Context: an optimization exercise on an open-source flow, tuned for small area. The choices shown serve that exercise and are no tape-out recipe. Where RTL was checked, it was by simulation tests only, not by an equivalence proof against the original. The RTL of run 7 was laid out without a check of its function. Power figures rest on the tool's default switching activity, not on a simulated workload.

==> config.mk <==
export PLATFORM = sky130hd
export DESIGN_NAME = flappyBird
export DESIGN_NICKNAME = flappyBird
export VERILOG_FILES = /design/flow/design.v
export SDC_FILE = /design/flow/constraint.sdc
export NUM_CORES = 4
export LEC_CHECK = 0
export CAP_MARGIN = 20
export CORE_MARGIN = 2
export CORE_UTILIZATION = 40
export SLEW_MARGIN = 20
==> constraint.sdc <==
create_clock -name core_clock -period 10.0 [get_ports {clk}]
set_input_delay 2.0000 -clock core_clock [delete_from_list [all_inputs] [get_ports {clk}]]
set_output_delay 2.0000 -clock core_clock [all_outputs]
set_load 0.01 [all_outputs]
==> design.v <==
module flappyBird
	(
		clk,
		resetn,    
		flap_n,    
		x,
		y,
		colour,
		plot,
		HEX0,
		HEX1
	);
	input			clk;
	input			resetn;
	input			flap_n;
	output	[7:0]	x;
	output	[6:0]	y;
	output	[2:0]	colour;
	output			plot;
	output	[6:0]	HEX1;
	output	[6:0]	HEX0;
	localparam	S_CLRSET   = 4'b0000,
				S_ERASESET = 4'b0001,
				S_INITSET  = 4'b0010,
				S_NVSET    = 4'b0011,
				S_WFRAME   = 4'b0100,
				S_CHECK    = 4'b0101,
				S_CONT     = 4'b0110,
				S_WFLAP    = 4'b0111,
				S_CLR      = 4'b1000,
				S_ERASE    = 4'b1001,
				S_INIT     = 4'b1010,
				S_NV       = 4'b1011;
	localparam	P_FIRST = 2'd0,
				P_BC    = 2'd1,    
				P_UP    = 2'd2,
				P_LO    = 2'd3;
	reg [3:0] st;
	reg [1:0] ph;
	reg [1:0] k;         
	reg [7:0] c;         
	reg [6:0] r;         
	reg [7:0] xP1, xP2, xP3;
	reg nw1, nw2, nw3;
	reg [1:0] m1, m2, m3;
	wire [6:0] yP1 = nw1 ? 7'd40 : {2'b01, m1, 3'b100};
	wire [6:0] yP2 = nw2 ? 7'd60 : {4'd3 + {2'b00, m2}, 3'b010};
	wire [6:0] yP3 = nw3 ? 7'd30 : {4'd5 + {2'b00, m3}, 3'b110};
	reg [6:0] cy7;       
	wire signed [7:0] curY = {&cy7[6:1], cy7};
	reg [6:0] oldY;
	reg signed [4:0] v;   
	reg [7:0] points;
	reg wrapped;         
	reg coll;
	reg fs;              
	reg [12:0] lf;       
	reg [1:0] j;         
	wire plotSt = st[3];
	wire clrSt  = (st == S_CLR);
	wire passSt = st[3] & (st[1] | st[0]);
	wire cur    = st[3] & st[1];                    
	wire oldcur = ~st[3] & ~st[2] & st[1];          
	wire setup  = ~st[3] & ~st[2];                  
	wire drop   = (st == S_CONT);
	wire fm     = (lf == 13'h0001);
	wire [1:0] speed = (points >= 8'd20) ? 2'd3 :
	                   (points >= 8'd5)  ? 2'd2 :
	                   wrapped ? 2'd3 : 2'd1;
	wire [6:0] yB = oldcur ? curY[6:0] : oldY;
	wire inX1 = (xP1 >= 8'd72) && (xP1 <= 8'd82);
	wire inX2 = (xP2 >= 8'd72) && (xP2 <= 8'd82);
	wire inX3 = (xP3 >= 8'd72) && (xP3 <= 8'd82);
	wire [6:0] yPx = ({7{inX1}} & yP1) | ({7{inX2}} & yP2) | ({7{inX3}} & yP3);
	wire [7:0] gd = {1'b0, yB} + {1'b1, ~yPx};
	wire collNow = (inX1 | inX2 | inX3) & ~((gd >= 8'd1) && (gd <= 8'd34));
	wire flapActive = fs & ~coll;
	wire first   = (ph == P_FIRST);
	wire bc      = (ph == P_BC);
	wire up      = (ph == P_UP);
	wire lo      = (ph == P_LO);
	wire game    = ~clrSt;                        
	wire bird    = (k == 2'd3);
	wire rowEnd  = (c[2:0] == 3'd6);
	wire at5     = (c[2:0] == 3'd5);
	wire upEnd   = up & at5 & (r == 7'd0);
	wire loEnd   = lo & at5 & (r == 7'd119);
	wire bcEnd   = bc & (c[3:0] == 4'd15);
	wire c160    = (c == 8'd160);
	wire [7:0] xsel = (k == 2'd0) ? xP1 : (k == 2'd1) ? xP2 : (k == 2'd2) ? xP3 : 8'd78;
	wire coinK   = (xsel >= 8'd82);
	wire nextPipe = bcEnd | (loEnd & ~coinK);
	wire lastPix  = nextPipe & (k == 2'd2);
	wire [1:0] idx = nextPipe ? k + 2'd1 : k;
	wire [6:0] ysel = (idx == 2'd0) ? yP1 : (idx == 2'd1) ? yP2 : yP3;
	wire rl = game & (bcEnd | upEnd | loEnd);
	wire ri = clrSt ? (c160 & ~first) : ((bc & (c[1:0] != 2'd3)) | (lo & rowEnd));
	wire rd = game & up & rowEnd;
	wire r3 = game & bc & (c[1:0] == 2'd3);
	wire [6:0] kadd = nextPipe ? 7'd0 : up ? 7'd40 : 7'd19;
	wire [6:0] ra = rl ? ysel : r;
	wire [6:0] rb = rl ? kadd : r3 ? 7'h7d : {{6{rd}}, ri | rd};
	wire [6:0] rnext = ra + rb;
	wire cz = first | (clrSt ? c160 : (bcEnd | ((up | lo) & rowEnd) | upEnd | loEnd));
	wire [7:0] cnext = c + 8'd1;
	always @(posedge clk) begin
		if (setup) begin
			ph <= P_FIRST;
			k <= 2'd3;
		end
		else if (clrSt) begin
			if (first)
				ph <= P_UP;
		end
		else begin
			if (first)
				ph <= P_BC;
			if (bcEnd)
				ph <= P_UP;
			if (upEnd)
				ph <= P_LO;
			if (loEnd)
				ph <= coinK ? P_BC : P_UP;
			if (nextPipe)
				k <= idx;
		end
		r <= setup ? (oldcur | st[0] ? yB : 7'd0) : rnext;
		c <= (setup | cz) ? 8'd0 : cnext;
	end
	wire [2:0] xoff  = bc ? {1'b0, c[3:2]} : {c[2] & ~c[1], c[1] & ~c[2], c[0]};
	assign x = (clrSt | first) ? c : xsel + {5'd0, xoff};
	assign y = first ? 7'd0 : r;
	assign colour[0] = 1'b0;
	assign colour[1] = first ? (st == S_ERASE) : (cur & ~(bc & bird));
	assign colour[2] = first ? ((st == S_ERASE) & (xP3 >= 8'd82)) : (cur & bc);
	assign plot = plotSt;
	always @(posedge clk) begin
		if (!resetn)
			st <= S_CLRSET;
		else
			case (st)
				S_CLR:      st <= (r == 7'd120) ? S_INITSET : S_CLR;
				S_INIT:     st <= lastPix ? S_WFLAP : S_INIT;
				S_ERASE:    st <= lastPix ? S_NVSET : S_ERASE;
				S_NV:       st <= lastPix ? S_CHECK : S_NV;
				S_WFLAP:    st <= flap_n ? S_WFLAP : S_WFRAME;
				S_WFRAME:   st <= fm ? S_ERASESET : S_WFRAME;
				S_CHECK:    st <= S_CONT;
				S_CONT:     st <= S_WFRAME;
				default:    st <= {2'b10, st[1:0]};    
			endcase
	end
	wire cpar = (xP1 >= 8'd82) ^ (xP2 >= 8'd82) ^ (xP3 >= 8'd82);
	wire [1:0] tj = j + {cpar, 1'b1};
	wire [1:0] m = ~tj;              
	wire move = oldcur & ~coll;
	wire [1:0] amt = move ? speed : 2'd0;
	wire w1 = oldcur && (xP1 < {6'd0, speed});
	wire w2 = oldcur && (xP2 < {6'd0, speed});
	wire w3 = oldcur && (xP3 < {6'd0, speed});
	wire [7:0] xm1 = xP1 - {6'd0, amt};
	wire [7:0] xm2 = xP2 - {6'd0, amt};
	wire [7:0] xm3 = xP3 - {6'd0, amt};
	wire s1 = (xP1[7:3] == 5'b01001) && (xP1[2:0] < {1'b0, speed});
	wire s2 = (xP2[7:3] == 5'b01001) && (xP2[2:0] < {1'b0, speed});
	wire s3 = (xP3[7:3] == 5'b01001) && (xP3[2:0] < {1'b0, speed});
	wire inc = move & (s1 | s2 | s3);
	always @(posedge clk) begin
		if (!resetn) begin
			xP1 <= 8'd135; nw1 <= 1'b1;
			xP2 <= 8'd20;  nw2 <= 1'b1;
			xP3 <= 8'd60;  nw3 <= 1'b1;
			points <= 8'd0;
			wrapped <= 1'b0;
		end
		else begin
			xP1 <= w1 ? 8'd160 : xm1;
			xP2 <= w2 ? 8'd160 : xm2;
			xP3 <= w3 ? 8'd160 : xm3;
			if (w1) begin nw1 <= 1'b0; m1 <= m; end
			if (w2) begin nw2 <= 1'b0; m2 <= m; end
			if (w3) begin nw3 <= 1'b0; m3 <= m; end
			points <= points + {7'd0, inc};
			if (inc && (points == 8'd255))
				wrapped <= 1'b1;
		end
	end
	always @(posedge clk) begin
		if (!resetn)
			coll <= 1'b0;
		else if (collNow)
			coll <= 1'b1;
	end
	always @(posedge clk) begin
		if (!resetn)
			fs <= 1'b0;
		else
			fs <= ~fs & ~flap_n;
	end
	reg lt;
	always @(*)
		case ({curY[7], curY[1:0]})
			3'b001:  lt = (v == -5'sd2);
			3'b000:  lt = (v == -5'sd2) | (v == -5'sd1);
			3'b111:  lt = (v == -5'sd2) | (v == -5'sd1) | (v == 5'sd0);
			3'b110:  lt = (v == -5'sd2) | (v == -5'sd1) | (v == 5'sd0) | (v == 5'sd1);
			default: lt = 1'b0;
		endcase
	wire nearTop = (curY[7:1] == 7'd0) | (curY[7:1] == 7'h7f);
	wire fall = drop & ~flapActive;
	wire signed [4:0] mv = fall ? v : (drop & ~(nearTop & lt)) ? -5'sd2 : 5'sd0;
	wire signed [8:0] e = curY + mv;
	wire low = (e > 116);
	always @(posedge clk) begin
		if (!resetn) begin
			cy7 <= 7'd58;
			oldY <= 7'd58;
			v <= -5'sd2;
		end
		else begin
			if (drop)
				oldY <= cy7;
			v <= flapActive ? -5'sd2 : v + {4'd0, fall & ~low};
			cy7 <= (fall & e[8]) ? 7'd0 : (fall & low) ? 7'd116 : e[6:0];
		end
	end
	always @(posedge clk) begin
		if (!resetn) begin
			lf <= 13'h0001;
			j <= 2'd0;
		end
		else begin
			j <= j + {1'b0, fm};
			lf <= (lf == 13'h0b43) ? 13'h0001 : {lf[11:0], lf[12] ^ lf[3] ^ lf[2] ^ lf[0]};
		end
	end
	decoder dec0(
		.in(points[3:0]),
		.hex(HEX0)
		);
	decoder dec1(
		.in(points[7:4]),
		.hex(HEX1)
		);
endmodule
module decoder(in, hex);
	input [3:0] in;
	output [6:0] hex;
	assign hex[0] = ~((in[3] | in[2] | in[1] | ~in[0]) & (in[3] | ~in[2] | in[1] | in[0])
		& (~in[3] | ~in[2] | in[1] | ~in[0]) & (~in[3] | in[2] | ~in[1] | ~in[0]));
	assign hex[1] = ~((in[3] | ~in[2] | in[1] | ~in[0]) & (~in[3] | ~in[2] | in[1] | in[0])
		& (~in[3] | ~in[1] | ~in[0]) & (~in[2] | ~in[1] | in[0]));
	assign hex[2] = ~((~in[3] | ~in[2] | in[1] | in[0]) & (in[3] | in[2] | ~in[1] | in[0])
		& (~in[3] | ~in[2] | ~in[1]));
	assign hex[3] = ~((in[3] | ~in[2] | in[1] | in[0]) & (in[3] | in[2] | in[1] | ~in[0])
		& (~in[2] | ~in[1] | ~in[0]) & (~in[3] | in[2] | ~in[1] | in[0]));
	assign hex[4] = ~((in[3] | ~in[2] | in[1]) & (in[2] | in[1] | ~in[0]) & (in[3] | ~in[0]));
	assign hex[5] = ~((~in[3] | ~in[2] | in[1] | ~in[0]) & (in[3] | in[2] | ~in[0])
		& (in[3] | in[2] | ~in[1]) & (in[3] | ~in[1] | ~in[0]));
	assign hex[6] = ~((in[3] | in[2] | in[1]) & (in[3] | ~in[2] | ~in[1] | ~in[0])
		& (~in[3] | ~in[2] | in[1] | in[0]));
endmodule
==> flow/run.sh <==
#!/bin/bash
# The standard layout (standard.sh), with two changes: the port buffers
# that global placement inserts are the smallest buffer (buf_1), and the
# clock tree is built from clkbuf_4 without dummy loads. Everything the
# flow prints goes to standard.log in the work folder.
set -euo pipefail
export BUFFER_PORTS_ARGS="-buffer_cell sky130_fd_sc_hd__buf_1"
export CTS_ARGS="-sink_clustering_enable -repair_clock_nets -buf_list sky130_fd_sc_hd__clkbuf_8 -dont_use_dummy_load"
bash standard.sh > standard.log 2>&1
==> standard.sh <==
#!/bin/bash
# synth_recipe.tcl (not shown) runs the flow's synth.tcl, then flattens the netlist and writes it again
# the make line also repeats each setting of config.mk as NAME=value (left out here)
make -C /OpenROAD-flow-scripts/flow DESIGN_CONFIG=/design/flow/config.mk WORK_HOME=/design/flow/orfs CLKGATE_MAP_FILE= SYNTH_SCRIPT=/design/flow/synth_recipe.tcl "${@:-finish}"
==> flow_metrics.py, run 1 <==
metrics = {
    "run": {
        "drv_cap": 0,
    },
    "drt": {
        "drt_pass1_iterations": 5,
        "ant_nets": 0,
        "wirelength_microns": 17450,
        "dr_total_vias": 6409,
        "drcViolationCount": 0,
        "drt_iter0_markers": 420,
        "wl_per_cell_microns": 15.19,
        "via_per_inst": 5.578,
    },
    "timing": {
        "setup_viol": 0,
        "fin_crit_sh": 0.5469,
        "max_freq_mhz": 182.9,
        "finalHoldViolCount": 0,
        "final_max_slew_viol_count": 0,
        "worst_pin_slew_ns": 0.7765,
        "fin_crit_ns": 5.469,
        "setup_tns_ns": 0,
        "relSlewSlack": 0.4776,
        "fin_worst_skew_ns": 0.03759,
        "rsz0062_at_grt": "no",
    },
    "final_layout": {
        "fillers": 1816,
        "final_nets": 982,
        "drive_gt1_frac": 0.05435,
        "final_area_sq_um": 7700,
        "final_cells": 1149,
        "area_growth_pct": 5.359,
        "antenna_cells": 0,
    },
    "worst_setup_path": {
        "cp-start-kind": "flop",
        "critPathSlowestCell": "dfxtp_1",
        "critPathLaunch": "k[0]$_SDFFE_PP1P_",
        "endpoint_kind": "primary output",
        "criticalPathCategory": "flop to primary output",
        "required_ns": 8.00,
        "r2r_start": "k[0]$_SDFFE_PP1P_",
        "worstPathArrival_ns": 3.47,
        "crit_top_cell": "inv_1",
        "worstPathMaxFanout": 17,
        "path_delay_family": "adder cells",
        "critPathMaxStageDelay_ns": 0.51,
        "path_cells": "inv_1, ha_1, o31ai_2, inv_1, fa_1, nor2b_1, o21a_1, nand3_1, xnor2_1, o21ai_0, buf_1",
        "cp_num_buf_inv": 3,
    },
    "logic_synthesis": {
        "syn-cell-area_sq_um": 7308,
        "synth_top_cell_by_area": "dfxtp_1",
        "ys.flop_type": "dfxtp_1",
        "synth.top_cell.area_share": 0.2602,
        "ys_types": 85,
        "ys_ff_latch": 101,
        "avgSynthCellArea_sq_um": 7.987,
        "async_reset_ff_frac": 0,
        "synth_fp_nets": 975,
        "synth_area_leaders": "dfxtp_1 (26%), ha_1 (8.6%), nor2_1 (4.9%)",
        "yosysSeqAreaShare": 0.2849,
        "synth.most_common_cell": "nor2_1",
        "synth_edf_count": 6,
        "synth_commonest_cells": "nor2_1 (96), dfxtp_1 (95), nand2_1 (95)",
        "ys_warn_count": 1,
        "synth_cells": 915,
    },
    "power_and_ir_drop": {
        "power.share.combinational": 0.103,
        "intPower_mw": 0.5284,
        "ir_worst_vdd_mv": 0.05799,
        "leakage_nw": 2.983,
        "power_frac_seq": 0.600,
        "power_switching_mw": 0.1887,
        "sw_frac_of_total": 0.2632,
        "powerDensity_nw_per_um2": 93.13,
        "pwr-share-clk": 0.297,
    },
    "floorplanning": {
        "die_area_sq_um": 19370,
        "die_width_microns": 139.2,
        "die_h_microns": 139.2,
        "coreArea_sq_um": 17960,
        "start_util": 0.4068,
        "fp-row-count": 49,
        "ioPinCount": 36,
    },
    "clock_network": {
        "cts_root_buffer": "clkbuf_8",
        "clkLatencyLatePin_ns": 0.39,
        "htree_levels": 3,
        "clk_pin_slew_ns": 0.11,
        "post-cts-setup-buffers": 0,
        "cts_tree": "done",
        "cts_resized": 0,
        "cts-buffers-inserted": 9,
        "clockBufferDepth": 2,
        "postCtsHoldBufs": 0,
        "cts.sinks": 101,
    },
    "place": {
        "place.gp.congestion": 0.8199,
        "dp.cells": 1140,
        "port_buffers": 34,
        "post_dp_cell_area_sq_um": 7576,
        "dp_hpwl_microns": 13130,
    },
    "grt": {
        "grt-ovfl-total": 0,
        "globalRouteTotalUtil": 0.1856,
        "antenna_found_initial": 0,
        "grt_pass1_vias": 5985,
        "grt_max_degree": 40,
        "grt_pass1_wl_microns": 29900,
    },
    "min_path": {
        "hp-class": "flop to flop",
        "worstHoldStart": "lf[10]$_SDFF_PP0_",
    },
    "status": {
        "status": "complete, no violations",
    },
}
sequential cells by signal, indices dropped and copies added (netlist names), 4 cells and up:
signal and cells:
c 8, st 4, v 5, xP1 8, lf 13, oldY 7
r 7, xP3 8, cy7 7, xP2 8, points 8
cell type report:
type                            instances  area [sq um]  share of cell area
Tap cell                              229         286.5             0.03721
Inverter                               42         157.7             0.02047
Multi-Input combinational cell        728          4877              0.6334
Clock buffer                            9         123.9             0.01609
Timing Repair Buffer                   40         172.7             0.02242
Sequential cell                       101          2082              0.2704
power by group through the flow:
stage,clock network [mW],logic [mW],registers (mW)
2_1_floorplan,0,0.0597,0.433
3_3_place_gp,0,0.0739,0.440
3_5_place_dp,0,0.0740,0.439
4_1_cts,0.221,0.0745,0.430
5_1_grt,0.235,0.0848,0.432
6_report,0.213,0.0738,0.430
worst register-to-register path, delay by kind of cell (launching register included):
| family | cells | cell delay [ns] |
|---|---|---|
| simple gates | 3 | 0.40 |
| xor+xnor | 1 | 0.20 |
| fa+ha+maj | 2 | 0.97 |
| compound gates | 9 | 2.19 |
| flops | 1 | 0.51 |
| buf+inv | 1 | 0.21 |
cells in the final DEF, fill, tap and decap left out, types with 5 or more instances in the layout:
master,n
nand3b_1,6
xnor2_1,33
mux2_2,7
and2_1,19
xor2_1,27
o211ai_1,5
nor2b_1,24
nand2_1,95
ha_1,50
o22ai_1,7
o31ai_1,10
nor4b_1,6
a21oi_1,49
nand4_1,7
a21o_1,13
o21a_1,13
inv_1,40
o21ai_0,51
clkbuf_8,9
nor4_1,10
nand3_1,25
nor2_1,96
nor3_1,27
nand2b_1,12
fa_1,7
buf_1,34
a31oi_1,9
mux2i_1,9
or3_1,9
dfxtp_1,95
edfxtp_1,6
a211oi_1,9
and3_1,9
o21ai_1,6
buf_4,6
stage by stage:
stage                     hold WS [ns]  power (mW)  setup WS, ns  utilization
after global routing            0.4608      0.7521         4.178       0.4286
after floorplan                 0.4135      0.4925         5.259            -
after CTS                       0.4501      0.7258         4.524       0.4286
final                           0.4455      0.7171         4.531       0.4286
after detailed placement        0.4348      0.5135         4.939       0.4217
after global placement          0.4313      0.5136         5.018       0.4217
metal layers:
metal	wire, microns	vias to the layer above	global-route usage
met2	7809	135	0.2930
met5	0	-	0
met1	8714	2995	0.2604
met4	316	0	0.06007
li1	-	3256	-
met3	608	23	0.02901
final timing paths:
kind                        to  slack, ns  depth (start not counted)
max                       x[6]       4.53                         11
min          lf[11]$_SDFF_PP0_       0.45                          1
max reg2reg       r[6]$_DFF_P_       5.43                         16
min reg2reg  lf[11]$_SDFF_PP0_       0.45                          1
kinds of logic (layout without fill, tap and decap cells):
| group | count (synthesis) | in the layout | synth area share |
|---|---|---|---|
| AO/OA/AOI/OAI | 220 | 220 | 0.2031 |
| XOR/XNOR | 60 | 60 | 0.07191 |
| adder cells (fa/ha/maj) | 58 | 58 | 0.1061 |
| buffers and inverters | 86 | 91 | 0.04777 |
| flip-flops | 101 | 101 | 0.2849 |
| multiplexers | 17 | 17 | 0.02620 |
| other | 1 | 1 | 0.0005131 |
| AND/OR/NAND/NOR | 372 | 372 | 0.2595 |
==> inputs of run 2 (changes only) <==
--- a/flow/run.sh
+++ b/flow/run.sh
@@ -2,5 +2,5 @@
 # The standard layout (standard.sh), with two changes: the port buffers
 # that global placement inserts are the smallest buffer (buf_1), and the
-# clock tree is built from clkbuf_4 without dummy loads. Everything the
+# clock tree is built from clkbuf_8 without dummy loads. Everything the
 # flow prints goes to standard.log in the work folder.
 set -euo pipefail
==> flow_metrics.py, run 2 <==
metrics = {
    "status": {
        "status": "complete, no violations",
    },
    "clock_network": {
        "htree_levels": 3,
        "cts_tree": "done",
        "clkLatencyLatePin_ns": 0.39,
        "cts-buffers-inserted": 9,
        "cts_resized": 0,
        "cts.sinks": 101,
        "clockBufferDepth": 2,
        "postCtsHoldBufs": 0,
        "post-cts-setup-buffers": 0,
        "cts_root_buffer": "clkbuf_8",
        "clk_pin_slew_ns": 0.11,
    },
    "logic_synthesis": {
        "yosysSeqAreaShare": 0.2849,
        "ys_ff_latch": 101,
        "synth-compound-area-share": 0.2030,
        "avgSynthCellArea_sq_um": 7.987,
        "synth-simple-area-share": 0.2595,
        "syn-cell-area_sq_um": 7308,
        "ys_warn_count": 1,
        "ys.flop_type": "dfxtp_1",
        "synth.area.mux_share": 0.02619,
        "synth_edf_count": 6,
        "synth.top_cell.area_share": 0.2602,
        "synth_cells": 915,
        "synth_fp_nets": 975,
        "async_reset_ff_frac": 0,
        "synth_commonest_cells": "nor2_1 (96), dfxtp_1 (95), nand2_1 (95)",
        "synth_area_leaders": "dfxtp_1 (26%), ha_1 (8.6%), nor2_1 (4.9%)",
        "synth_top_cell_by_area": "dfxtp_1",
        "synth_adder_area_share": 0.1061,
        "synthXorXnorAreaFrac": 0.07191,
        "synth_top_family_by_area": "simple AND/OR/NAND/NOR gates",
        "ys_types": 85,
        "synth.most_common_cell": "nor2_1",
    },
    "timing": {
        "setup_viol": 0,
        "fin_crit_sh": 0.5469,
        "max_freq_mhz": 182.9,
        "worst_pin_slew_ns": 0.7765,
        "final_max_slew_viol_count": 0,
        "setup_tns_ns": 0,
        "finalHoldViolCount": 0,
        "rsz0062_at_grt": "no",
        "relSlewSlack": 0.4776,
        "holdWs_ns": 0.4455,
        "fin_worst_skew_ns": 0.03759,
        "fin_crit_ns": 5.469,
    },
    "min_path": {
        "hp-class": "flop to flop",
    },
    "place": {
        "place.gp.congestion": 0.8199,
        "port_buffers": 34,
        "dp_hpwl_microns": 13130,
    },
    "final_layout": {
        "area_growth_pct": 5.359,
        "final_cell_mix": "nor2_1 (96), nand2_1 (95), dfxtp_1 (95), o21ai_0 (51), ha_1 (50)",
        "antenna_cells": 0,
        "multi_input_area_sq_um": 4877,
        "largest_reg_flops": 13,
        "drive_gt1_frac": 0.05435,
        "largest-register": "lf",
        "fillers": 1816,
        "final_common_cell": "nor2_1",
        "final_nets": 982,
        "seq_area_sq_um": 2082,
    },
    "worst_setup_path": {
        "cp-start-kind": "flop",
        "criticalPathCategory": "flop to primary output",
        "path_delay_family": "adder cells",
        "worstPathMaxFanout": 17,
        "path_cells": "inv_1, ha_1, o31ai_2, inv_1, fa_1, nor2b_1, o21a_1, nand3_1, xnor2_1, o21ai_0, buf_1",
        "required_ns": 8.00,
        "endpoint_kind": "primary output",
        "critPathSlowestCell": "dfxtp_1",
        "critPathMaxStageDelay_ns": 0.51,
        "cp_num_buf_inv": 3,
        "crit_top_cell": "inv_1",
        "worstPathArrival_ns": 3.47,
    },
    "floorplanning": {
        "ioPinCount": 36,
        "die_h_microns": 139.2,
        "die_area_sq_um": 19370,
        "start_util": 0.4068,
        "fp-row-count": 49,
        "die_width_microns": 139.2,
        "coreArea_sq_um": 17960,
    },
    "grt": {
        "grt_max_degree": 40,
        "grt_pass1_vias": 5985,
        "grt_pass1_wl_microns": 29900,
        "globalRouteTotalUtil": 0.1856,
        "antenna_found_initial": 0,
        "grt-ovfl-total": 0,
    },
    "drt": {
        "ant_nets": 0,
        "drcViolationCount": 0,
        "wirelength_microns": 17450,
        "dr_total_vias": 6409,
        "drt_iter0_markers": 420,
        "wl_per_cell_microns": 15.19,
        "via_per_inst": 5.578,
        "drt_pass1_iterations": 5,
    },
    "power_and_ir_drop": {
        "ir_worst_vdd_mv": 0.05799,
        "powerDensity_nw_per_um2": 93.13,
        "leakage_nw": 2.983,
    },
    "run": {
        "drv_cap": 0,
    },
}
run 2: worst paths after layout:
check / start / end / slack, ns / depth (start not counted)
worst max-delay path: k[0]$_SDFFE_PP1P_ / x[6] / 4.53 / 11
worst min-delay path: lf[10]$_SDFF_PP0_ / lf[11]$_SDFF_PP0_ / 0.45 / 1
worst max register to register: k[0]$_SDFFE_PP1P_ / r[6]$_DFF_P_ / 5.43 / 16
worst min register to register: lf[10]$_SDFF_PP0_ / lf[11]$_SDFF_PP0_ / 0.45 / 1
run 2: cell type report:
class,count,share of cell area
multi-input cells,728,0.6334
flip-flops and latches,101,0.2704
well taps,229,0.03721
repair buffers,40,0.02242
inverters,42,0.02047
clock buffers,9,0.01609
run 2: logic make-up after synthesis:
kind of cell	Yosys count
other	1
and+or+nand+nor	372
DFF	101
buffers and inverters	86
xor gates and xnor gates	60
AOI/OAI and AO/OA	220
muxes	17
adders and majority gates	58
run 2: power by group:
| part | internal, mW | total (mW) | switching [mW] |
|---|---|---|---|
| combinational | 0.0304 | 0.0738 | 0.0434 |
| sequential | 0.417 | 0.430 | 0.0133 |
| clock | 0.0812 | 0.213 | 0.132 |
| total | 0.528 | 0.717 | 0.189 |
run 2: through the flow:
step	utilization	worst slack, ns	cells	instance area (sq um)	power [mW]
after floorplan	-	5.259	915	7308	0.4925
after global placement	0.4217	5.018	1140	7576	0.5136
after detailed placement	0.4217	4.939	1140	7576	0.5135
after CTS	0.4286	4.524	1149	7700	0.7258
after global routing	0.4286	4.178	1149	7700	0.7521
final	0.4286	4.531	1149	7700	0.7171
run 2: layer usage:
metal  vias to the layer above  global-route usage  wire length [microns]
met4                         0             0.06007                    316
met1                      2995              0.2604                   8714
li1                       3256                   -                      -
met2                       135              0.2930                   7809
met5                         -                   0                      0
met3                        23             0.02901                    608
==> inputs of run 3 (changes only) <==
==> flow/run.sh (replaced) <==
#!/bin/bash
# The standard layout (standard.sh), with two changes: the port buffers
# that global placement inserts are the smallest buffer (buf_1), and the
# clock tree is built from clkbuf_4 without dummy loads. Everything the
# flow prints goes to standard.log in the work folder.
set -euo pipefail
export BUFFER_PORTS_ARGS="-buffer_cell sky130_fd_sc_hd__buf_1"
export CTS_ARGS="-sink_clustering_enable -repair_clock_nets -buf_list {sky130_fd_sc_hd__clkbuf_4 sky130_fd_sc_hd__clkbuf_8} -dont_use_dummy_load"
bash standard.sh > standard.log 2>&1
==> flow_metrics.py, run 3 <==
metrics = {
    "timing": {
        "relSlewSlack": 0.4776,
        "max_freq_mhz": 182.9,
        "setup_viol": 0,
        "holdWs_ns": 0.4455,
        "fin_ws_ns": 4.531,
        "finalHoldViolCount": 0,
        "setup_tns_ns": 0,
        "fin_crit_ns": 5.469,
        "final_max_slew_viol_count": 0,
        "fin_crit_sh": 0.5469,
        "worst_pin_slew_ns": 0.7765,
        "rsz0062_at_grt": "no",
        "fin_worst_skew_ns": 0.03759,
    },
    "floorplanning": {
        "coreArea_sq_um": 17960,
        "start_util": 0.4068,
        "ioPinCount": 36,
        "fp-row-count": 49,
        "die_area_sq_um": 19370,
        "die_width_microns": 139.2,
        "die_h_microns": 139.2,
    },
    "drt": {
        "via_per_inst": 5.578,
        "wl_per_cell_microns": 15.19,
        "wirelength_microns": 17450,
        "ant_nets": 0,
        "drt_iter0_markers": 420,
        "drt_pass1_iterations": 5,
        "dr_total_vias": 6409,
        "drcViolationCount": 0,
    },
    "worst_setup_path": {
        "cp_num_buf_inv": 3,
        "criticalPathCategory": "flop to primary output",
        "rr_worst_depth": 16,
        "critPathMaxStageDelay_ns": 0.51,
        "critPathSlowestCell": "dfxtp_1",
        "timing.rr.end": "r[6]$_DFF_P_",
        "cp-start-kind": "flop",
        "r2r_start": "k[0]$_SDFFE_PP1P_",
        "worstPathMaxFanout": 17,
        "crit_top_cell": "inv_1",
        "r2r_slack_ns": 5.43,
        "endpoint_kind": "primary output",
        "path_cells": "inv_1, ha_1, o31ai_2, inv_1, fa_1, nor2b_1, o21a_1, nand3_1, xnor2_1, o21ai_0, buf_1",
        "required_ns": 8.00,
        "path_delay_family": "adder cells",
        "worstPathArrival_ns": 3.47,
    },
    "logic_synthesis": {
        "synth_fp_nets": 975,
        "ys_ff_latch": 101,
        "syn-cell-area_sq_um": 7308,
        "synth.most_common_cell": "nor2_1",
        "yosysSeqAreaShare": 0.2849,
        "ys_types": 85,
        "synth.top_cell.area_share": 0.2602,
        "avgSynthCellArea_sq_um": 7.987,
        "async_reset_ff_frac": 0,
        "synth_area_leaders": "dfxtp_1 (26%), ha_1 (8.6%), nor2_1 (4.9%)",
        "synth_top_cell_by_area": "dfxtp_1",
        "ys.flop_type": "dfxtp_1",
        "synth_commonest_cells": "nor2_1 (96), dfxtp_1 (95), nand2_1 (95)",
        "ys_warn_count": 1,
        "synth_edf_count": 6,
        "synth_cells": 915,
    },
    "power_and_ir_drop": {
        "powerDensity_nw_per_um2": 93.13,
        "ir_worst_vdd_mv": 0.05799,
        "leakage_nw": 2.983,
    },
    "final_layout": {
        "antenna_cells": 0,
        "multi_input_area_sq_um": 4877,
        "largest_reg_flops": 13,
        "drive_gt1_frac": 0.05435,
        "area_growth_pct": 5.359,
        "final_nets": 982,
        "seq_area_sq_um": 2082,
        "final_cell_mix": "nor2_1 (96), nand2_1 (95), dfxtp_1 (95), o21ai_0 (51), ha_1 (50)",
        "fillers": 1816,
        "largest-register": "lf",
        "final_common_cell": "nor2_1",
    },
    "clock_network": {
        "cts-buffers-inserted": 9,
        "htree_levels": 3,
        "post-cts-setup-buffers": 0,
        "cts_tree": "done",
        "clkLatencyLatePin_ns": 0.39,
        "postCtsHoldBufs": 0,
        "clk_pin_slew_ns": 0.11,
        "cts.sinks": 101,
        "cts_root_buffer": "clkbuf_8",
        "cts_resized": 0,
        "clockBufferDepth": 2,
    },
    "grt": {
        "grt_max_degree": 40,
        "globalRouteTotalUtil": 0.1856,
        "grt_pass1_vias": 5985,
        "grt_pass1_wl_microns": 29900,
        "grt-ovfl-total": 0,
        "antenna_found_initial": 0,
    },
    "run": {
        "drv_cap": 0,
    },
    "min_path": {
        "worstHoldStart": "lf[10]$_SDFF_PP0_",
        "hold_depth": 1,
        "min_to": "lf[11]$_SDFF_PP0_",
        "hp-class": "flop to flop",
    },
    "place": {
        "place.gp.congestion": 0.8199,
        "place_ws_ns": 4.939,
        "port_buffers": 34,
        "dp_hpwl_microns": 13130,
    },
    "status": {
        "status": "complete, no violations",
    },
}
## run 3: cell counts in the layout (fill, tap and decap cells not counted)
Identical to the previous run, type by type.
## run 3: logic make-up after synthesis
group	count (synthesis)	synth area share
and+or+nand+nor	372	0.2595
AOI/OAI and AO/OA	220	0.2031
DFF	101	0.2849
buffers and inverters	86	0.04777
xor gates and xnor gates	60	0.07191
adders and majority gates	58	0.1061
muxes	17	0.02620
other	1	0.0005131
## run 3: power breakdown
part | internal, mW | switching, mW | total (mW)
clock | 0.0812 | 0.132 | 0.213
sequential | 0.417 | 0.0133 | 0.430
combinational | 0.0304 | 0.0434 | 0.0738
total | 0.528 | 0.189 | 0.717
## run 3: worst max path at each step
stage	from	endpoint	cells past startpoint
2_1_floorplan	k[0]$_SDFFE_PP1P_	x[6]	11
3_3_place_gp	k[0]$_SDFFE_PP1P_	x[6]	11
3_5_place_dp	k[0]$_SDFFE_PP1P_	x[6]	12
4_1_cts	k[0]$_SDFFE_PP1P_	x[6]	11
5_1_grt	k[1]$_SDFFE_PP1P_	x[6]	12
6_report	k[0]$_SDFFE_PP1P_	x[6]	11
## run 3: metrics by stage
stage	utilization	std cells	power, mW	cell area, sq um
3_5_place_dp	0.4217	1140	0.5135	7576
5_1_grt	0.4286	1149	0.7521	7700
3_3_place_gp	0.4217	1140	0.5136	7576
2_1_floorplan	-	915	0.4925	7308
4_1_cts	0.4286	1149	0.7258	7700
6_report	0.4286	1149	0.7171	7700
## run 3: metal layers
| metal | global-route usage | up-vias | routed length [microns] |
|---|---|---|---|
| met3 | 0.02901 | 23 | 608 |
| met5 | 0 | - | 0 |
| met1 | 0.2604 | 2995 | 8714 |
| li1 | - | 3256 | - |
| met2 | 0.2930 | 135 | 7809 |
| met4 | 0.06007 | 0 | 316 |
## run 3: cell type report
cell class	instances	area share
multi-input combinational	728	0.6334
sequential	101	0.2704
tap	229	0.03721
timing repair buffer	40	0.02242
inverter	42	0.02047
clock buffer	9	0.01609
==> inputs of run 4 (changes only) <==
--- a/design.v
+++ b/design.v
@@ -93,5 +93,17 @@
 	wire lastPix  = nextPipe & (k == 2'd2);
 	wire [1:0] idx = nextPipe ? k + 2'd1 : k;
-	wire [6:0] ysel = (idx == 2'd0) ? yP1 : (idx == 2'd1) ? yP2 : yP3;
+	wire ns = (idx == 2'd0) ? nw1 : (idx == 2'd1) ? nw2 : nw3;
+	wire [1:0] ms = (idx == 2'd0) ? m1 : (idx == 2'd1) ? m2 : m3;
+	reg [6:0] ysel;
+	always @(*)
+		case ({idx, ns})
+			3'b000:  ysel = {2'b01, ms, 3'b100};
+			3'b001:  ysel = 7'd40;
+			3'b010:  ysel = {4'd3 + {2'b00, ms}, 3'b010};
+			3'b011:  ysel = 7'd60;
+			3'b101:  ysel = 7'd30;
+			3'b111:  ysel = 7'd30;
+			default: ysel = {4'd5 + {2'b00, ms}, 3'b110};
+		endcase
 	wire rl = game & (bcEnd | upEnd | loEnd);
 	wire ri = clrSt ? (c160 & ~first) : ((bc & (c[1:0] != 2'd3)) | (lo & rowEnd));
==> flow/run.sh (replaced) <==
#!/bin/bash
# The standard layout (standard.sh), with two changes: the port buffers
# that global placement inserts are the smallest buffer (buf_1), and the
# clock tree is built from clkbuf_8 without dummy loads. Everything the
# flow prints goes to standard.log in the work folder.
set -euo pipefail
export BUFFER_PORTS_ARGS="-buffer_cell sky130_fd_sc_hd__buf_1"
export RECOVER_POWER=100
export CTS_ARGS="-sink_clustering_enable -repair_clock_nets -buf_list sky130_fd_sc_hd__clkbuf_8 -dont_use_dummy_load"
bash standard.sh > standard.log 2>&1
==> flow_metrics.py, run 4 <==
metrics = {
    "status": {
        "status": "finished with violations",
        "violations": "max-capacitance violations, max-slew violations",
    },
    "logic_synthesis": {
        "async_reset_ff_frac": 0,
        "synth_edf_count": 6,
        "yosysSeqAreaShare": 0.2920,
        "synth_commonest_cells": "nand2_1 (98), dfxtp_1 (95), nor2_1 (93)",
        "ys_types": 78,
        "synth.top_cell.area_share": 0.2668,
        "ys.flop_type": "dfxtp_1",
        "synth_fp_nets": 962,
        "ys_warn_count": 1,
        "avgSynthCellArea_sq_um": 7.921,
        "synth_area_leaders": "dfxtp_1 (27%), ha_1 (9.1%), nand2_1 (5.2%)",
        "syn-cell-area_sq_um": 7129,
        "synth.most_common_cell": "nand2_1",
        "ys_ff_latch": 101,
        "synth_top_cell_by_area": "dfxtp_1",
        "synth_cells": 900,
    },
    "drt": {
        "wl_per_cell_microns": 14.88,
        "via_per_inst": 5.376,
        "ant_nets": 0,
        "dr_total_vias": 6075,
        "wirelength_microns": 16820,
        "drt_iter0_markers": 437,
        "drt_pass1_iterations": 7,
        "drcViolationCount": 0,
    },
    "final_layout": {
        "final_cells": 1130,
        "largest-register": "lf",
        "final_common_cell": "nand2_1",
        "drive_gt1_frac": 0.03536,
        "final_nets": 969,
        "final_cell_mix": "nand2_1 (98), dfxtp_1 (95), nor2_1 (93), o21ai_0 (65), ha_1 (52)",
        "utilization": 0.4301,
        "area_growth_pct": 4.721,
        "antenna_cells": 0,
        "largest_reg_flops": 13,
        "fillers": 1788,
    },
    "worst_setup_path": {
        "worstPathArrival_ns": 5.96,
        "criticalPathCategory": "flop to flop",
        "rr_worst_depth": 20,
        "r2r_slack_ns": 4.28,
        "required_ns": 10.25,
        "cp-start-kind": "flop",
        "endpoint_kind": "flop",
        "crit_end": "r[6]$_DFF_P_",
        "worstPathMaxFanout": 16,
        "critPathLaunch": "k[1]$_SDFFE_PP1P_",
        "timing.rr.end": "r[6]$_DFF_P_",
        "r2r_start": "k[1]$_SDFFE_PP1P_",
    },
    "place": {
        "dp_hpwl_microns": 12570,
        "place_ws_ns": 5.129,
        "place.gp.congestion": 0.8606,
        "dp.cells": 1121,
        "port_buffers": 34,
    },
    "timing": {
        "fin_ws_ns": 4.284,
        "holdWs_ns": 0.4360,
        "fin_crit_ns": 5.716,
        "setup_tns_ns": 0,
        "finalHoldViolCount": 0,
        "relSlewSlack": -0.1876,
        "max_freq_mhz": 175.0,
        "setup_viol": 0,
        "fin_crit_sh": 0.5716,
        "worst_pin_slew_ns": 1.781,
        "rsz0062_at_grt": "no",
        "final_max_slew_viol_count": 41,
        "fin_worst_skew_ns": 0.03374,
    },
    "power_and_ir_drop": {
        "powerDensity_nw_per_um2": 97.09,
        "leakage_nw": 2.982,
        "ir_worst_vdd_mv": 0.06936,
    },
    "floorplanning": {
        "start_util": 0.4108,
        "fp-row-count": 48,
        "die_h_microns": 137.5,
        "die_area_sq_um": 18910,
        "die_width_microns": 137.5,
        "ioPinCount": 36,
        "coreArea_sq_um": 17360,
    },
    "clock_network": {
        "clkLatencyLatePin_ns": 0.40,
        "cts-buffers-inserted": 9,
        "clk_pin_slew_ns": 0.09,
        "clockBufferDepth": 2,
        "cts.sinks": 101,
        "cts_root_buffer": "clkbuf_8",
        "htree_levels": 3,
        "post-cts-setup-buffers": 0,
        "postCtsHoldBufs": 0,
        "cts_resized": 0,
        "cts_tree": "done",
    },
    "grt": {
        "grt-ovfl-total": 0,
        "grt_pass1_vias": 5590,
        "grt_max_degree": 41,
        "antenna_found_initial": 0,
        "grt_pass1_wl_microns": 28110,
        "globalRouteTotalUtil": 0.1875,
    },
    "min_path": {
        "hp-class": "flop to flop",
    },
    "run": {
        "drv_cap": 1,
    },
}
## run 4: cell types whose count changed in the layout (fill, tap and decap cells not counted), moves of 5 or more
cell,previous run,this run
and2_0,0,17
o21ai_0,51,65
and2_1,19,10
a22o_1,1,9
o21a_1,13,5
inv_1,40,46
nor2b_1,24,18
o21ai_1,6,0
nor3b_1,3,8
## run 4: per-layer routing
layer	vias up	GRT usage	part of all wire
met5	-	0	0
met2	108	0.2935	0.44
li1	3156	-	-
met3	21	0.03900	0.045
met4	0	0.04525	0.016
met1	2790	0.2636	0.50
## run 4: cell type report
type,count,area (sq um),area share
Sequential cell,101,2082,0.2789
Multi-Input combinational cell,711,4656,0.6236
Tap cell,225,281.5,0.03771
Inverter,46,172.7,0.02313
Timing Repair Buffer,38,150.1,0.02011
Clock buffer,9,123.9,0.01659
## run 4: through the flow
step	area, sq um	total power, mW
final	7466	0.7248
after CTS	7506	0.7360
after detailed placement	7382	0.5205
after floorplan	7129	0.4995
after global routing	7466	0.7603
after global placement	7382	0.5202
## run 4: critical path, cell delays in order (launching register included)
cell       delay [ns]
dfxtp_1          0.43
inv_1            0.12
ha_1             0.36
nor2b_1          0.21
o31ai_1          0.53
o311ai_0         0.28
a21boi_0         1.01
mux2i_1          0.56
a2bb2oi_1        0.23
and2_0           0.21
inv_1            0.06
ha_1             0.28
nor2_1           0.09
a21oi_1          0.07
o21ai_0          0.10
o311ai_0         0.15
ha_1             0.36
a21o_1           0.17
a21oi_1          0.16
xor2_1           0.15
mux2i_1          0.08
## run 4: kinds of logic after synthesis
kind of cell	synth area share
AO/OA/AOI/OAI	0.1878
XOR/XNOR	0.07494
adder cells (fa/ha/maj)	0.1123
buffers and inverters	0.05037
flip-flops	0.2920
multiplexers	0.02387
other	0.0005260
AND/OR/NAND/NOR	0.2582
## run 4: worst min-delay path by stage
stage	start	to	slack [ns]	cells after the start
finish	fs$_SDFF_PN0_	fs$_SDFF_PN0_	0.44	1
global route	lf[7]$_SDFF_PP0_	lf[8]$_SDFF_PP0_	0.46	1
CTS	fs$_SDFF_PN0_	fs$_SDFF_PN0_	0.44	1
detailed placement	fs$_SDFF_PN0_	fs$_SDFF_PN0_	0.42	1
global placement	fs$_SDFF_PN0_	fs$_SDFF_PN0_	0.42	1
floorplan	fs$_SDFF_PN0_	fs$_SDFF_PN0_	0.40	1
## run 4: power breakdown
group          total, mW  switching [mW]  internal [mW]
Combinational     0.0763          0.0455         0.0308
Sequential         0.434          0.0158          0.418
Clock              0.215           0.134         0.0811
Total              0.725           0.195          0.530
==> inputs of run 5 (changes only) <==
--- a/flow/run.sh
+++ b/flow/run.sh
@@ -6,5 +6,4 @@
 set -euo pipefail
 export BUFFER_PORTS_ARGS="-buffer_cell sky130_fd_sc_hd__buf_1"
-export RECOVER_POWER=100
 export CTS_ARGS="-sink_clustering_enable -repair_clock_nets -buf_list sky130_fd_sc_hd__clkbuf_8 -dont_use_dummy_load"
 bash standard.sh > standard.log 2>&1
==> flow_metrics.py, run 5 <==
metrics = {
    "final_layout": {
        "largest-register": "lf",
        "fillers": 1782,
        "final_area_sq_um": 7506,
        "final_nets": 969,
        "final_cell_mix": "nand2_1 (98), dfxtp_1 (95), nor2_1 (93), o21ai_0 (65), ha_1 (52)",
        "antenna_cells": 0,
        "drive_gt1_frac": 0.04420,
        "area_growth_pct": 5.283,
        "final_common_cell": "nand2_1",
        "largest_reg_flops": 13,
        "utilization": 0.4325,
    },
    "drt": {
        "ant_nets": 0,
        "drcViolationCount": 0,
        "via_per_inst": 5.412,
        "wirelength_microns": 16860,
        "dr_total_vias": 6116,
        "wl_per_cell_microns": 14.92,
        "drt_pass1_iterations": 8,
        "drt_iter0_markers": 401,
    },
    "logic_synthesis": {
        "synth.most_common_cell": "nand2_1",
        "ys.flop_type": "dfxtp_1",
        "synth.top_cell.area_share": 0.2668,
        "synth_fp_nets": 962,
        "synth_commonest_cells": "nand2_1 (98), dfxtp_1 (95), nor2_1 (93)",
        "synth_area_leaders": "dfxtp_1 (27%), ha_1 (9.1%), nand2_1 (5.2%)",
        "ys_types": 78,
        "synth_cells": 900,
        "ys_warn_count": 1,
        "ys_ff_latch": 101,
        "synth_top_cell_by_area": "dfxtp_1",
        "syn-cell-area_sq_um": 7129,
        "async_reset_ff_frac": 0,
        "avgSynthCellArea_sq_um": 7.921,
        "yosysSeqAreaShare": 0.2920,
        "synth_edf_count": 6,
    },
    "clock_network": {
        "htree_levels": 3,
        "clockBufferDepth": 2,
        "cts_resized": 0,
        "cts.sinks": 101,
        "cts-buffers-inserted": 9,
        "cts_root_buffer": "clkbuf_8",
        "cts_tree": "done",
        "postCtsHoldBufs": 0,
        "clkLatencyLatePin_ns": 0.40,
        "clk_pin_slew_ns": 0.09,
        "post-cts-setup-buffers": 0,
    },
    "worst_setup_path": {
        "required_ns": 8.00,
        "worstPathMaxFanout": 16,
        "cp-start-kind": "flop",
        "worstPathArrival_ns": 3.26,
        "endpoint_kind": "primary output",
        "criticalPathCategory": "flop to primary output",
    },
    "place": {
        "post_dp_cell_area_sq_um": 7382,
        "place.gp.congestion": 0.8606,
        "port_buffers": 34,
        "dp_hpwl_microns": 12570,
    },
    "run": {
        "drv_cap": 0,
    },
    "timing": {
        "setup_viol": 0,
        "fin_crit_ns": 5.262,
        "rsz0062_at_grt": "no",
        "final_max_slew_viol_count": 0,
        "finalHoldViolCount": 0,
        "relSlewSlack": 0.5540,
        "fin_worst_skew_ns": 0.03385,
        "worst_pin_slew_ns": 0.6675,
        "setup_tns_ns": 0,
        "max_freq_mhz": 190.0,
        "fin_crit_sh": 0.5262,
    },
    "grt": {
        "use_met3": 0.03900,
        "use_met1": 0.2636,
        "grt_pass1_wl_microns": 28110,
        "antenna_found_initial": 0,
        "grt_use_met2": 0.2935,
        "busiest_layer": "met2",
        "grt_pass1_vias": 5590,
        "grt_max_degree": 41,
        "globalRouteTotalUtil": 0.1875,
        "grt-ovfl-total": 0,
    },
    "power_and_ir_drop": {
        "leakage_nw": 3.019,
        "powerDensity_nw_per_um2": 96.77,
        "ir_worst_vdd_mv": 0.06947,
        "fin_total_pwr_mw": 0.7264,
    },
    "min_path": {
        "hp-class": "flop to flop",
    },
    "floorplanning": {
        "fp-row-count": 48,
        "die_area_sq_um": 18910,
        "coreArea_sq_um": 17360,
        "ioPinCount": 36,
        "die_h_microns": 137.5,
        "die_width_microns": 137.5,
        "start_util": 0.4108,
    },
    "status": {
        "status": "complete, no violations",
    },
}
-- run 5: cell counts after synthesis --
No cell type changed its count.
-- run 5: layer usage --
metal / vias to the layer above / share of wire
met2: 111 / 0.44
met5: - / 0
li1: 3158 / -
met1: 2824 / 0.50
met4: 0 / 0.016
met3: 23 / 0.044
-- run 5: cell type report --
| class | instances | area, sq um | share of cell area |
|---|---|---|---|
| Timing Repair Buffer | 38 | 157.7 | 0.02100 |
| Tap cell | 225 | 281.5 | 0.03751 |
| Multi-Input combinational cell | 711 | 4688 | 0.6246 |
| Inverter | 46 | 172.7 | 0.02300 |
| Sequential cell | 101 | 2082 | 0.2774 |
| Clock buffer | 9 | 123.9 | 0.01650 |
-- run 5: path summary, 6_finish.rpt --
kind,startpoint,endpoint,slack (ns),cells past startpoint
setup reg to reg,cy7[2]$_SDFF_PP0_,v[1]$_SDFF_PP1_,5.19,17
setup / recovery,k[1]$_SDFFE_PP1P_,x[7],4.74,12
hold / removal,fs$_SDFF_PN0_,fs$_SDFF_PN0_,0.44,1
hold reg to reg,fs$_SDFF_PN0_,fs$_SDFF_PN0_,0.44,1
-- run 5: kinds of logic (layout without fill, tap and decap cells) --
kind of cell / after synthesis / count (layout) / synth area share
other: 1 / 1 / 0.0005260
flip-flops: 101 / 101 / 0.2920
adder cells (fa/ha/maj): 60 / 60 / 0.1123
XOR/XNOR: 61 / 61 / 0.07494
buffers and inverters: 88 / 93 / 0.05037
AND/OR/NAND/NOR: 369 / 369 / 0.2582
multiplexers: 16 / 16 / 0.02387
AO/OA/AOI/OAI: 204 / 204 / 0.1878
-- run 5: metrics by stage --
step / cells / worst slack, ns / hold WS, ns
after global placement: 1121 / 5.207 / 0.4195
final: 1130 / 4.738 / 0.4386
after floorplan: 900 / 5.447 / 0.4044
after detailed placement: 1121 / 5.129 / 0.4236
after CTS: 1130 / 4.693 / 0.4360
after global routing: 1130 / 4.435 / 0.4641
-- run 5: critical path: stages, from the launching register on --
cell and delay [ns]:
dfxtp_1 0.37, inv_1 0.13, ha_1 0.46, nor3b_1 0.12
o31ai_2 0.39, ha_1 0.29, a21o_1 0.17, a21oi_1 0.21
nor2_1 0.10, and3_1 0.20, xnor2_1 0.12, o21ai_0 0.15
buf_1 0.17
-- run 5: power by group --
group          internal [mW]  switching (mW)
combinational         0.0315          0.0454
sequential             0.418          0.0159
clock                 0.0812           0.134
total                  0.531           0.196
==> inputs of run 6 (changes only) <==
--- a/config.mk
+++ b/config.mk
@@ -8,4 +8,5 @@
 export CAP_MARGIN = 20
 export CORE_MARGIN = 2
-export CORE_UTILIZATION = 40
+export CORE_UTILIZATION = 55
+export PLACE_DENSITY = 0.7
 export SLEW_MARGIN = 20
==> flow_metrics.py, run 6 <==
metrics = {
    "status": {
        "status": "complete, no violations",
    },
    "worst_setup_path": {
        "r2r_slack_ns": 5.17,
        "critPathLaunch": "k[0]$_SDFFE_PP1P_",
        "endpoint_kind": "primary output",
        "rr_worst_depth": 19,
        "r2r_start": "k[0]$_SDFFE_PP1P_",
        "required_ns": 8.00,
        "worstPathMaxFanout": 16,
        "criticalPathCategory": "flop to primary output",
        "worstPathArrival_ns": 3.33,
        "cp-start-kind": "flop",
        "timing.rr.end": "r[6]$_DFF_P_",
        "crit_end": "x[6]",
    },
    "clock_network": {
        "clk_pin_slew_ns": 0.08,
        "postCtsHoldBufs": 0,
        "cts_root_buffer": "clkbuf_8",
        "clkLatencyLatePin_ns": 0.38,
        "cts_resized": 0,
        "cts-buffers-inserted": 9,
        "htree_levels": 3,
        "clockBufferDepth": 2,
        "post-cts-setup-buffers": 0,
        "cts_tree": "done",
        "cts.sinks": 101,
    },
    "final_layout": {
        "seq_area_sq_um": 2082,
        "area_growth_pct": 4.352,
        "fillers": 1197,
        "multi_input_area_sq_um": 4688,
        "final_area_sq_um": 7440,
        "antenna_cells": 0,
        "largest-register": "lf",
        "final_nets": 969,
        "final_common_cell": "nand2_1",
        "largest_reg_flops": 13,
        "utilization": 0.5895,
        "drive_gt1_frac": 0.04420,
        "final_cell_mix": "nand2_1 (98), dfxtp_1 (95), nor2_1 (93), o21ai_0 (65), ha_1 (52)",
    },
    "timing": {
        "fin_crit_ns": 5.327,
        "finalHoldViolCount": 0,
        "fin_ws_ns": 4.673,
        "final_max_slew_viol_count": 0,
        "rsz0062_at_grt": "no",
        "max_freq_mhz": 187.7,
        "setup_viol": 0,
        "fin_crit_sh": 0.5327,
        "setup_tns_ns": 0,
        "fin_worst_skew_ns": 0.02334,
        "worst_pin_slew_ns": 0.7022,
        "relSlewSlack": 0.5283,
    },
    "drt": {
        "wirelength_microns": 17000,
        "ant_nets": 0,
        "drcViolationCount": 0,
        "wl_per_cell_microns": 15.78,
        "drt_iter0_markers": 486,
        "dr_total_vias": 6354,
        "via_per_inst": 5.900,
        "drt_pass1_iterations": 5,
    },
    "power_and_ir_drop": {
        "power.share.combinational": 0.107,
        "power_switching_mw": 0.1919,
        "intPower_mw": 0.5307,
        "sw_frac_of_total": 0.2655,
        "ir_worst_vdd_mv": 0.06341,
        "leakage_nw": 3.019,
        "pwr-share-clk": 0.292,
        "power_frac_seq": 0.601,
        "powerDensity_nw_per_um2": 97.13,
    },
    "logic_synthesis": {
        "synth_adder_area_share": 0.1123,
        "synth.most_common_cell": "nand2_1",
        "ys_ff_latch": 101,
        "synth_edf_count": 6,
        "syn-cell-area_sq_um": 7129,
        "synth.area.mux_share": 0.02387,
        "synth.top_cell.area_share": 0.2668,
        "synth-simple-area-share": 0.2582,
        "ys_types": 78,
        "yosysSeqAreaShare": 0.2920,
        "synthXorXnorAreaFrac": 0.07494,
        "synth_top_cell_by_area": "dfxtp_1",
        "avgSynthCellArea_sq_um": 7.921,
        "synth_fp_nets": 962,
        "synth_area_leaders": "dfxtp_1 (27%), ha_1 (9.1%), nand2_1 (5.2%)",
        "async_reset_ff_frac": 0,
        "ys_warn_count": 1,
        "synth-compound-area-share": 0.1878,
        "ys.flop_type": "dfxtp_1",
        "synth_top_family_by_area": "simple AND/OR/NAND/NOR gates",
        "synth_cells": 900,
        "synth_commonest_cells": "nand2_1 (98), dfxtp_1 (95), nor2_1 (93)",
    },
    "place": {
        "port_buffers": 34,
        "place_ws_ns": 5.067,
        "dp_hpwl_microns": 12750,
        "place.gp.congestion": 0.8804,
        "post_dp_cell_area_sq_um": 7316,
    },
    "min_path": {
        "hold_depth": 2,
        "hp-class": "flop to flop",
    },
    "floorplanning": {
        "coreArea_sq_um": 12620,
        "die_h_microns": 117.9,
        "fp-row-count": 41,
        "die_area_sq_um": 13890,
        "start_util": 0.5649,
        "ioPinCount": 36,
        "die_width_microns": 117.9,
    },
    "grt": {
        "grt_pass1_wl_microns": 28140,
        "busiest_layer": "met2",
        "use_met1": 0.3129,
        "grt-ovfl-total": 0,
        "grt_max_degree": 41,
        "antenna_found_initial": 0,
        "use_met3": 0.04457,
        "globalRouteTotalUtil": 0.2442,
        "grt_pass1_vias": 5989,
        "grt_use_met2": 0.4030,
    },
    "run": {
        "drv_cap": 0,
    },
}
run 6: cell counts in the layout (fill, tap and decap cells not counted):
No cell type changed its count.
run 6: logic make-up (layout without fill, tap and decap cells):
family,after synthesis,count (layout)
and+or+nand+nor,369,369
AOI/OAI and AO/OA,204,204
DFF,101,101
buffers and inverters,88,93
xor gates and xnor gates,61,61
adders and majority gates,60,60
muxes,16,16
other,1,1
run 6: worst min path at each step:
stage | startpoint | to | slack [ns]
3_3_place_gp | oldY[2]$_SDFFE_PN0N_ | oldY[2]$_SDFFE_PN0N_ | 0.44
3_5_place_dp | oldY[6]$_SDFFE_PN0N_ | oldY[6]$_SDFFE_PN0N_ | 0.45
4_1_cts | oldY[6]$_SDFFE_PN0N_ | oldY[6]$_SDFFE_PN0N_ | 0.46
6_report | oldY[6]$_SDFFE_PN0N_ | oldY[6]$_SDFFE_PN0N_ | 0.46
2_1_floorplan | fs$_SDFF_PN0_ | fs$_SDFF_PN0_ | 0.40
5_1_grt | oldY[6]$_SDFFE_PN0N_ | oldY[6]$_SDFFE_PN0N_ | 0.49
run 6: power by group through the flow:
| stage | registers (mW) | clock network, mW | logic, mW |
|---|---|---|---|
| floorplan | 0.435 | 0 | 0.0645 |
| global placement | 0.442 | 0 | 0.0746 |
| detailed placement | 0.443 | 0 | 0.0766 |
| CTS | 0.434 | 0.217 | 0.0770 |
| global route | 0.436 | 0.234 | 0.0868 |
| finish | 0.434 | 0.211 | 0.0772 |
run 6: area by class of cell:
cell class | instances | share of cell area
Clock buffer | 9 | 0.01665
Inverter | 46 | 0.02321
Multi-Input combinational cell | 711 | 0.6302
Sequential cell | 101 | 0.2799
Tap cell | 172 | 0.02893
Timing Repair Buffer | 38 | 0.02119
run 6: routing by layer:
layer / vias up / share of wire
met5: - / 0
met4: 0 / 0.025
met3: 35 / 0.064
met2: 207 / 0.47
met1: 2969 / 0.44
li1: 3143 / -
run 6: critical path: stages (launching register included):
cell and delay [ns]:
dfxtp_1 0.45, inv_1 0.13, ha_1 0.42, o31ai_2 0.47, inv_1 0.13, fa_1 0.49, nor2b_1 0.13, o21a_1 0.15
nand3_1 0.10, xor2_1 0.16, o21ai_0 0.18, buf_1 0.17
run 6: metrics by stage:
stage / cells / hold WS [ns] / total power, mW
4_1_cts: 1077 / 0.4632 / 0.7281
3_5_place_dp: 1068 / 0.4514 / 0.5198
6_report: 1077 / 0.4588 / 0.7226
5_1_grt: 1077 / 0.4878 / 0.7566
2_1_floorplan: 900 / 0.4044 / 0.4995
3_3_place_gp: 1068 / 0.4439 / 0.5171
==> inputs of run 7 (changes only) <==
--- a/design.v
+++ b/design.v
@@ -82,10 +82,10 @@
 	wire game    = ~clrSt;                        
 	wire bird    = (k == 2'd3);
-	wire rowEnd  = (c[2:0] == 3'd6);
-	wire at5     = (c[2:0] == 3'd5);
+	wire rowEnd  = c[2] & c[1];                   
+	wire at5     = c[2] & c[0];                   
 	wire upEnd   = up & at5 & (r == 7'd0);
 	wire loEnd   = lo & at5 & (r == 7'd119);
 	wire bcEnd   = bc & (c[3:0] == 4'd15);
-	wire c160    = (c == 8'd160);
+	wire c160    = c[7] & c[5];                   
 	wire [7:0] xsel = (k == 2'd0) ? xP1 : (k == 2'd1) ? xP2 : (k == 2'd2) ? xP3 : 8'd78;
 	wire coinK   = (xsel >= 8'd82);
@@ -152,5 +152,5 @@
 		else
 			case (st)
-				S_CLR:      st <= (r == 7'd120) ? S_INITSET : S_CLR;
+				S_CLR:      st <= (&r[6:3]) ? S_INITSET : S_CLR;    
 				S_INIT:     st <= lastPix ? S_WFLAP : S_INIT;
 				S_ERASE:    st <= lastPix ? S_NVSET : S_ERASE;
==> flow_metrics.py, run 7 <==
metrics = {
    "status": {
        "status": "complete, no violations",
    },
    "logic_synthesis": {
        "syn-cell-area_sq_um": 7117,
        "synth.most_common_cell": "dfxtp_1",
        "synth_commonest_cells": "dfxtp_1 (95), nand2_1 (93), nor2_1 (77)",
        "synth_cells": 894,
        "synth_top_cell_by_area": "dfxtp_1",
        "synth_edf_count": 6,
        "ys_types": 80,
        "synth.top_cell.area_share": 0.2672,
        "ys_ff_latch": 101,
        "yosysSeqAreaShare": 0.2925,
        "avgSynthCellArea_sq_um": 7.961,
        "synth_fp_nets": 953,
        "async_reset_ff_frac": 0,
        "synth_area_leaders": "dfxtp_1 (27%), ha_1 (8.6%), nand2_1 (4.9%)",
        "ys_warn_count": 1,
        "ys.flop_type": "dfxtp_1",
    },
    "clock_network": {
        "clockBufferDepth": 2,
        "clkLatencyLatePin_ns": 0.38,
        "cts_root_buffer": "clkbuf_8",
        "postCtsHoldBufs": 0,
        "cts-buffers-inserted": 9,
        "post-cts-setup-buffers": 0,
        "cts_resized": 0,
        "htree_levels": 3,
        "cts_tree": "done",
        "clk_pin_slew_ns": 0.09,
        "cts.sinks": 101,
    },
    "place": {
        "post_dp_cell_area_sq_um": 7266,
        "port_buffers": 34,
        "dp.cells": 1055,
        "place_ws_ns": 4.837,
        "place.gp.congestion": 0.9257,
        "dp_hpwl_microns": 13030,
    },
    "timing": {
        "worst_pin_slew_ns": 1.029,
        "setup_viol": 0,
        "fin_ws_ns": 4.414,
        "relSlewSlack": 0.3043,
        "fin_crit_sh": 0.5586,
        "fin_crit_ns": 5.586,
        "fin_worst_skew_ns": 0.02605,
        "max_freq_mhz": 179.0,
        "setup_tns_ns": 0,
        "rsz0062_at_grt": "no",
        "final_max_slew_viol_count": 0,
        "finalHoldViolCount": 0,
        "holdWs_ns": 0.4162,
    },
    "drt": {
        "dr_total_vias": 6311,
        "wirelength_microns": 17100,
        "drt_iter0_markers": 353,
        "via_per_inst": 5.931,
        "drcViolationCount": 0,
        "wl_per_cell_microns": 16.07,
        "ant_nets": 0,
        "drt_pass1_iterations": 5,
    },
    "floorplanning": {
        "ioPinCount": 36,
        "die_h_microns": 117.8,
        "die_area_sq_um": 13870,
        "die_width_microns": 117.8,
        "coreArea_sq_um": 12620,
        "start_util": 0.5640,
        "fp-row-count": 41,
    },
    "power_and_ir_drop": {
        "ir_worst_vdd_mv": 0.05328,
        "fin_total_pwr_mw": 0.7312,
        "powerDensity_nw_per_um2": 98.95,
        "leakage_nw": 2.940,
    },
    "final_layout": {
        "final_cells": 1064,
        "antenna_cells": 0,
        "area_growth_pct": 3.833,
        "fillers": 1195,
        "largest_reg_flops": 13,
        "utilization": 0.5856,
        "drive_gt1_frac": 0.04372,
        "final_nets": 953,
        "final_common_cell": "dfxtp_1",
        "seq_area_sq_um": 2082,
        "final_cell_mix": "dfxtp_1 (95), nand2_1 (93), nor2_1 (77), o21ai_0 (68), ha_1 (49)",
        "multi_input_area_sq_um": 4657,
        "final_area_sq_um": 7390,
        "largest-register": "lf",
    },
    "grt": {
        "grt_max_degree": 37,
        "antenna_found_initial": 0,
        "globalRouteTotalUtil": 0.2533,
        "grt_pass1_wl_microns": 28990,
        "grt_pass1_vias": 5913,
        "grt-ovfl-total": 0,
    },
    "worst_setup_path": {
        "worstPathMaxFanout": 16,
        "cp-start-kind": "flop",
        "r2r_start": "k[0]$_SDFFE_PP1P_",
        "crit_top_cell": "inv_1",
        "rr_worst_depth": 17,
        "critPathSlowestCell": "dfxtp_1",
        "timing.rr.end": "r[6]$_DFF_P_",
        "required_ns": 8.00,
        "critPathMaxStageDelay_ns": 0.59,
        "criticalPathCategory": "flop to primary output",
        "critPathLaunch": "k[0]$_SDFFE_PP1P_",
        "worstPathArrival_ns": 3.59,
        "endpoint_kind": "primary output",
        "r2r_slack_ns": 4.83,
        "path_cells": "inv_1, ha_1, o31ai_1, inv_1, fa_1, nor2b_1, o21a_1, nand3_1, xor2_1, o21ai_0, buf_1",
    },
    "min_path": {
        "worstHoldStart": "fs$_SDFF_PN0_",
        "min_to": "fs$_SDFF_PN0_",
        "hp-class": "flop to flop",
        "hold_depth": 1,
    },
    "run": {
        "drv_cap": 0,
    },
}
==> run 7: worst max-delay path, delay by kind of cell, from the launching register on <==
kind | cells | cell delay [ns]
simple gates | 2 | 0.22
flops | 1 | 0.59
buf+inv | 3 | 0.48
fa+ha+maj | 2 | 0.88
compound gates | 3 | 0.88
xor+xnor | 1 | 0.16
==> run 7: layout make-up <==
class	instances	area share
Multi-Input combinational cell	701	0.6302
Sequential cell	101	0.2817
Tap cell	172	0.02912
Inverter	45	0.02286
Timing Repair Buffer	36	0.01930
Clock buffer	9	0.01676
==> run 7: power by group <==
group / total, mW / switching [mW] / internal [mW]
Clock: 0.210 / 0.128 / 0.0811
Sequential: 0.439 / 0.0190 / 0.420
Combinational: 0.0830 / 0.0484 / 0.0346
==> run 7: worst max-delay path by stage <==
| stage | to | slack [ns] | cells after the start |
|---|---|---|---|
| floorplan | x[6] | 5.10 | 12 |
| global placement | x[6] | 4.99 | 12 |
| detailed placement | x[6] | 4.84 | 11 |
| CTS | x[6] | 4.43 | 12 |
| global route | x[6] | 4.11 | 11 |
| finish | x[6] | 4.41 | 11 |
==> run 7: logic make-up after synthesis <==
family                   count (synthesis)  share of synthesized area
AND/OR/NAND/NOR                        352                     0.2491
multiplexers                            18                    0.02725
flip-flops                             101                     0.2925
other                                    1                  0.0005269
XOR/XNOR                                65                    0.07999
adder cells (fa/ha/maj)                 56                     0.1058
buffers and inverters                   92                    0.05309
AO/OA/AOI/OAI                          209                     0.1916
==> run 7: routing by layer <==
layer | track usage | vias to the layer above | routed length [microns]
met5 | 0 | - | 0
met4 | 0.1107 | 0 | 501
li1 | - | 3114 | -
met1 | 0.3386 | 2943 | 7597
met2 | 0.4092 | 222 | 7932
met3 | 0.03488 | 32 | 1064

==> afterwards: timing with drivers on the ports <==
No port has a modelled driver above. Below, the same layouts with a new extraction and two added sets of constraints.
Step 1 assumes that a clkbuf_16 drives the clock port and a buf_2 every other input.
Step 2 also shifts input and output timing later by t, the mid clock arrival at the registers, as if the neighbouring blocks saw the same clock.
a / b / c = ideal / step 1 / step 2; a / b = the first two.
run | shift t [ns] | setup slack, ns | worst data-port slew with drivers (ns) | pins driven straight from the clock port
run 1 | 0.409 | 4.531 / 4.495 / 4.904 | 0.03 | 1
run 2 | 0.409 | 4.531 / 4.495 / 4.904 | 0.03 | 1
run 3 | 0.409 | 4.531 / 4.495 / 4.904 | 0.03 | 1
run 4 | 0.414 | 4.284 / 4.284 / 4.284 | 0.03 | 1
run 5 | 0.415 | 4.738 / 4.702 / 5.118 | 0.03 | 1
run 6 | 0.407 | 4.673 / 4.630 / 5.037 | 0.03 | 1
run 7 | 0.404 | 4.414 / 4.374 / 4.778 | 0.03 | 1
